From an optimization exercise on the open Yosys and OpenROAD flow, aimed at small area and a short achievable clock period; shortcuts taken in it are not production practice.
Function was checked by simulation only, so behaviour that the tests miss may differ from the original.
Power and IR drop assume default switching activity.

==> 05-12 <==
## multiplierTree
module multiplierTree (
    input clk,
    input rst,
    input en,
    input [31:0] a,
    input [31:0] b,
    output reg [63:0] c
);
Settings: LEC_CHECK=0, CAP_MARGIN=20, CORE_MARGIN=2, CORE_UTILIZATION=60, CTS_BUF_LIST=sky130_fd_sc_hd__clkbuf_8, SETUP_SLACK_MARGIN=2.6, SLEW_MARGIN=20, SYNTH_HIERARCHICAL=1; clock period 9.0 ns.
standard.sh (not shown) runs the stock make flow with config.mk's settings and CLKGATE_MAP_FILE= SYNTH_SCRIPT=/design/flow/synth_recipe.tcl, a recipe that flattens the netlist after the stock synthesis.
==> flow/flow/run.sh <==
#!/bin/bash
# Standard synthesis and layout, with two changes: before placement every
# cell is set to its smallest drive (flow/downsize.tcl) so that repair sizes
# up only what timing needs, and the port buffers are buf_1 cells.
set -euo pipefail
here=$(pwd)
bash standard.sh synth > synth.log 2>&1
export POST_FLOORPLAN_TCL=$here/flow/downsize.tcl
export BUFFER_PORTS_ARGS="-buffer_cell sky130_fd_sc_hd__buf_1"
bash standard.sh finish "POST_FLOORPLAN_TCL=$POST_FLOORPLAN_TCL" "BUFFER_PORTS_ARGS=$BUFFER_PORTS_ARGS" > layout.log 2>&1
==> flow/flow/downsize.tcl <==
# Set every standard cell to the smallest drive of its function before
# placement; repair_design and repair_timing then size up what needs it.
set db [ord::get_db]
set smallest [dict create]
foreach lib [$db getLibs] {
  foreach m [$lib getMasters] {
    set n [$m getName]
    if {![regexp {^(sky130_fd_sc_hd__[a-z0-9]+)_([0-9]+)$} $n -> base drv]} { continue }
    if {[string match "*lpflow*" $n] || [string match "*probe*" $n]} { continue }
    set a [expr {[$m getWidth] * [$m getHeight]}]
    if {![dict exists $smallest $base]} {
      dict set smallest $base [list $m $a $drv]
    } else {
      lassign [dict get $smallest $base] bm ba bd
      if {$a < $ba || ($a == $ba && $drv > $bd)} {
        dict set smallest $base [list $m $a $drv]
      }
    }
  }
}
set count 0
foreach inst [[ord::get_db_block] getInsts] {
  set m [$inst getMaster]
  set n [$m getName]
  if {![regexp {^(sky130_fd_sc_hd__[a-z0-9]+)_([0-9]+)$} $n -> base drv]} { continue }
  if {[string match "*df*" $base] || [string match "*clkbuf*" $base]} { continue }
  if {![dict exists $smallest $base]} { continue }
  set sm [lindex [dict get $smallest $base] 0]
  if {[$sm getName] ne $n} {
    $inst swapMaster $sm
    incr count
  }
}
puts "downsize: swapped $count instances"
==> 08-14: changes against 05-12 <==
SETUP_SLACK_MARGIN = 2.9   (was 2.6)
==> comparison table <==
| item | 08-14 | 05-12 |
|---|---|---|
| Seq/total area | 9.39% | 9.41% |
| Postcts setup bufs | 44 | 14 |
| Max Freq | 165 MHz | 160 MHz |
| Part of the power in combinational logic | 86.8% | 86.1% |
| Global-route wire length before repair | 147000 um | 141000 um |
| Drt initial violations | 3011 | 3283 |
| Wire length per cell after detailed routing | 29.9 um | 28.5 um |
| Max stage delay on crit path | 0.66 ns | 0.61 ns |
| Top routing layer in use | met4 | met5 |
| Clk tree area frac | 1.38% | 1.41% |
| Final Cell Area | 28400 sq um | 27700 sq um |
| Status | no timing/DRC/antenna violations | no timing/DRC/antenna violations |
| Global-route met3 utilization | 18.9% | 17.7% |


==> inputs of juniper <==
multiplierTree, a different RTL version from the one above (not shown whole).
==> flow/config.mk <==
export PLATFORM = sky130hd
export DESIGN_NAME = multiplierTree
export DESIGN_NICKNAME = multiplierTree
export VERILOG_FILES = /design/flow/design.v
export SDC_FILE = /design/flow/constraint.sdc
export NUM_CORES = 4
export LEC_CHECK = 0
export CAP_MARGIN = 20
export CORE_MARGIN = 2
export CORE_UTILIZATION = 60
export CTS_BUF_LIST = sky130_fd_sc_hd__clkbuf_8
export PLACE_DENSITY = 0.75
export SETUP_SLACK_MARGIN = 2.75
export SLEW_MARGIN = 20
export SYNTH_HIERARCHICAL = 1
==> flow/constraint.sdc <==
create_clock -name core_clock -period 9.0 [get_ports {clk}]
set_input_delay 1.8000 -clock core_clock [delete_from_list [all_inputs] [get_ports {clk}]]
set_output_delay 1.8000 -clock core_clock [all_outputs]
set_load 0.01 [all_outputs]
Scripts as last shown in full above: flow/flow/run.sh, flow/flow/downsize.tcl
==> inputs of onyx, as changes to juniper <==
CORE_UTILIZATION = 70   (was 60)
PLACE_DENSITY = not set   (was 0.75)
==> inputs of fjord, as changes to juniper <==
PLACE_DENSITY = not set   (was 0.75)
SETUP_SLACK_MARGIN = 2.6   (was 2.75)
==> flow_summary.ini <==
[sta]
fin_skew_ns = 0.02616

[drt]
wl_met1_mm = 36.71

[layout]
multiInputGateArea_um2 = 22090

[floorplan]
dieHeight_um = 209.6

[run_status]
status = no timing/DRC/antenna violations
The numbers above come from fjord.

==> flow_summary.ini <==
[run_status]
status = no timing/DRC/antenna violations

[layout]
multiInputGateArea_um2 = 22110

[floorplan]
dieHeight_um = 209.6

[drt]
wl_met1_mm = 35.01

[sta]
fin_skew_ns = 0.04010
The numbers above come from juniper.

==> flow_summary.ini <==
[drt]
drt_pass1_iterations = 30
wl_met1_mm = 33.23

[layout]
multiInputGateArea_um2 = 22150

[floorplan]
dieHeight_um = 194.4

[clocking]
clkSinkCount = 128

[run_status]
status = no timing/DRC/antenna violations
The numbers above come from onyx.



==> job 3429: inputs <==
multiplierTree, a different RTL version from the one above (not shown whole).
==> flow/config.mk <==
export PLATFORM = sky130hd
export DESIGN_NAME = multiplierTree
export DESIGN_NICKNAME = multiplierTree
export VERILOG_FILES = /design/flow/design.v
export SDC_FILE = /design/flow/constraint.sdc
export NUM_CORES = 4
export LEC_CHECK = 0
export CAP_MARGIN = 20
export CORE_MARGIN = 2
export CORE_UTILIZATION = 60
export CTS_BUF_LIST = sky130_fd_sc_hd__clkbuf_8
export SETUP_SLACK_MARGIN = 2.6
export SLEW_MARGIN = 20
export SYNTH_HIERARCHICAL = 1
==> flow/constraint.sdc <==
create_clock -name core_clock -period 9.0 [get_ports {clk}]
set_input_delay 1.8000 -clock core_clock [delete_from_list [all_inputs] [get_ports {clk}]]
set_output_delay 1.8000 -clock core_clock [all_outputs]
set_load 0.01 [all_outputs]
==> flow/flow/run.sh <==
#!/bin/bash
# Standard synthesis and layout; before placement every cell is set to its
# smallest drive (flow/downsize.tcl) so that repair sizes up only what timing needs.
set -euo pipefail
here=$(pwd)
bash standard.sh synth > synth.log 2>&1
export POST_FLOORPLAN_TCL=$here/flow/downsize.tcl
bash standard.sh finish POST_FLOORPLAN_TCL=$here/flow/downsize.tcl > layout.log 2>&1
Scripts as last shown in full above: flow/flow/downsize.tcl
==> job 2923 (differences from job 3429) <==
CORE_UTILIZATION = 40   (was 60)
CTS_BUF_LIST = default   (was sky130_fd_sc_hd__clkbuf_8)
SETUP_SLACK_MARGIN = 2.0   (was 2.6)
==> summary.txt <==
Pwr/cell area: job 3429 412.9 nW/µm²; job 2923 402.6 nW/µm²
Fraction of met3 tracks used by global routing: job 3429 0.1445; job 2923 0.07140
Buffer type at the clock tree root: job 3429 sky130_fd_sc_hd__clkbuf_8; job 2923 sky130_fd_sc_hd__clkbuf_16
Wire length per cell: job 3429 29.01 µm; job 2923 25.93 µm
Detailed placer's ending HPWL: job 3429 70350 µm; job 2923 72900 µm
Upper clock frequency limit: job 3429 160.7 MHz; job 2923 148.1 MHz
Clock network area share: job 3429 0.01342; job 2923 0.02177
Multi-input combinational area share: job 3429 0.7645; job 2923 0.7667
Pre-antenna DRT Iters: job 3429 8; job 2923 7
Number of gates resized after CTS: job 3429 55; job 2923 11
Net switching component of the power: job 3429 6.600 mW; job 2923 6.421 mW
Beginning of the worst hold path: job 3429 c[60]$_DFF_P_; job 2923 c[16]$_DFF_P_
Number of placed instances with taps included: job 3429 3172; job 2923 3483
Buffer and inverter count on the worst path: job 3429 1; job 2923 2
Switching portion of total power: job 3429 0.5547; job 2923 0.5652
Final core utilization: job 3429 0.6886; job 2923 0.4482
Sequential Power: job 3429 0.805 mW; job 2923 0.817 mW
Routed wire length: job 3429 94910 µm; job 2923 91210 µm
Register area: job 3429 2640 µm²; job 2923 2603 µm²
Clock group total power: job 3429 0.521 mW; job 2923 0.736 mW
Status: job 3429 complete, no violations; job 2923 complete, no violations


==> inputs of run a <==
Starting RTL as in the previous note.
clock: 9.0 ns
lec_check: 0
cap_margin: 20
core_margin: 2
core_utilization: 60
cts_buf_list: sky130_fd_sc_hd__clkbuf_8
setup_slack_margin: 2.3
slew_margin: 20
synth_hierarchical: 1
==> flow/flow/run.sh <==
#!/bin/bash
# Standard synthesis and layout, with two changes: before placement every
# cell is set to its smallest drive (flow/downsize.tcl) so that repair sizes
# up only what timing needs, and the port buffers are buf_1 cells.
set -euo pipefail
here=$(pwd)
bash standard.sh synth > synth.log 2>&1
export POST_FLOORPLAN_TCL=$here/flow/downsize.tcl
export BUFFER_PORTS_ARGS="-buffer_cell sky130_fd_sc_hd__buf_1"
bash standard.sh finish "POST_FLOORPLAN_TCL=$POST_FLOORPLAN_TCL" "BUFFER_PORTS_ARGS=$BUFFER_PORTS_ARGS" > layout.log 2>&1
Scripts as last shown in full above: flow/flow/downsize.tcl
==> run b (differences from run a) <==
==> flow/flow/run.sh (replaced) <==
#!/bin/bash
# Standard synthesis and layout; before placement every cell is set to its
# smallest drive (flow/downsize.tcl) so that repair sizes up only what timing needs.
set -euo pipefail
here=$(pwd)
bash standard.sh synth > synth.log 2>&1
export POST_FLOORPLAN_TCL=$here/flow/downsize.tcl
bash standard.sh finish POST_FLOORPLAN_TCL=$here/flow/downsize.tcl > layout.log 2>&1
==> reports/results.ini <==
[run_status]
status = no timing/DRC/antenna violations

[power]
pwr-share-seq = 0.071

[setup_path]
endpoint = c[53]
r2r_slack_ns = 2.46
path_max_fanout = 29
critical_path_arrival_ns = 6.99

[timing]
max_freq_mhz = 153
fin_ws_ns = 2.46
fin_worst_skew_ns = 0.0272
slew_headroom = 0.417
timing.hold.ws_ns = 0.469

[detailed_routing]
wl_met1_mm = 34.2
num_vias = 22300

[place]
dpl_worst_slack_ns = 1.58

[cts]
cts_setup_buffers = 9

[finish]
clk_share = 0.0135
final_cells = 3232

[end of results for run b]
==> reports/results.ini <==
[timing]
fin_ws_ns = 2.48
fin_worst_skew_ns = 0.0199
max_freq_mhz = 153
timing.hold.ws_ns = 0.470
slew_headroom = 0.332

[detailed_routing]
wl_met1_mm = 35.9

[setup_path]
endpoint = c[51]
r2r_slack_ns = 2.48
critical_path_arrival_ns = 6.96

[cts]
cts_setup_buffers = 6

[finish]
clk_share = 0.0145

[run_status]
status = no timing/DRC/antenna violations

[power]
pwr-share-seq = 0.070
peakVddDrop_mv = 0.451

[place]
dpl_worst_slack_ns = 1.79

[end of results for run a]

what the ideal ports hide:
The flow's constraints put no driver on any port. The routed layouts listed below were extracted and timed again, unchanged, in two steps.
Step 1 assumes that a clkbuf_16 drives the clock port and a buf_2 every other input.
Step 2 times the ports against the registers' clock, not the clock port: input delays grow and output delays shrink by t, the midpoint of the rising clock arrivals with the driver on.
Three values: no drivers, after step 1, after step 2; two values: the first two.
| run | shift t [ns] | slack for setup (ns) | worst setup path at the end |
|---|---|---|---|
| 05-12 | 0.621 | 2.753 / 2.753 / 2.753 | register to register |
| 08-14 | 0.615 | 2.928 / 2.928 / 2.928 | register to register |
| juniper | 0.644 | 2.842 / 2.842 / 2.842 | register to register |
| onyx | 0.585 | 2.689 / 2.689 / 2.689 | register to register |
| fjord | 0.617 | 2.784 / 2.784 / 2.784 | register to register |
| job 3429 | 0.604 | 2.777 / 2.777 / 2.777 | register to register |
| job 2923 | 0.552 | 2.250 / 2.250 / 2.250 | register to register |
| run a | 0.592 | 2.477 / 2.477 / 2.477 | register to register |
| run b | 0.589 | 2.457 / 2.457 / 2.457 | register to register |
After both steps every run listed still meets setup and hold.
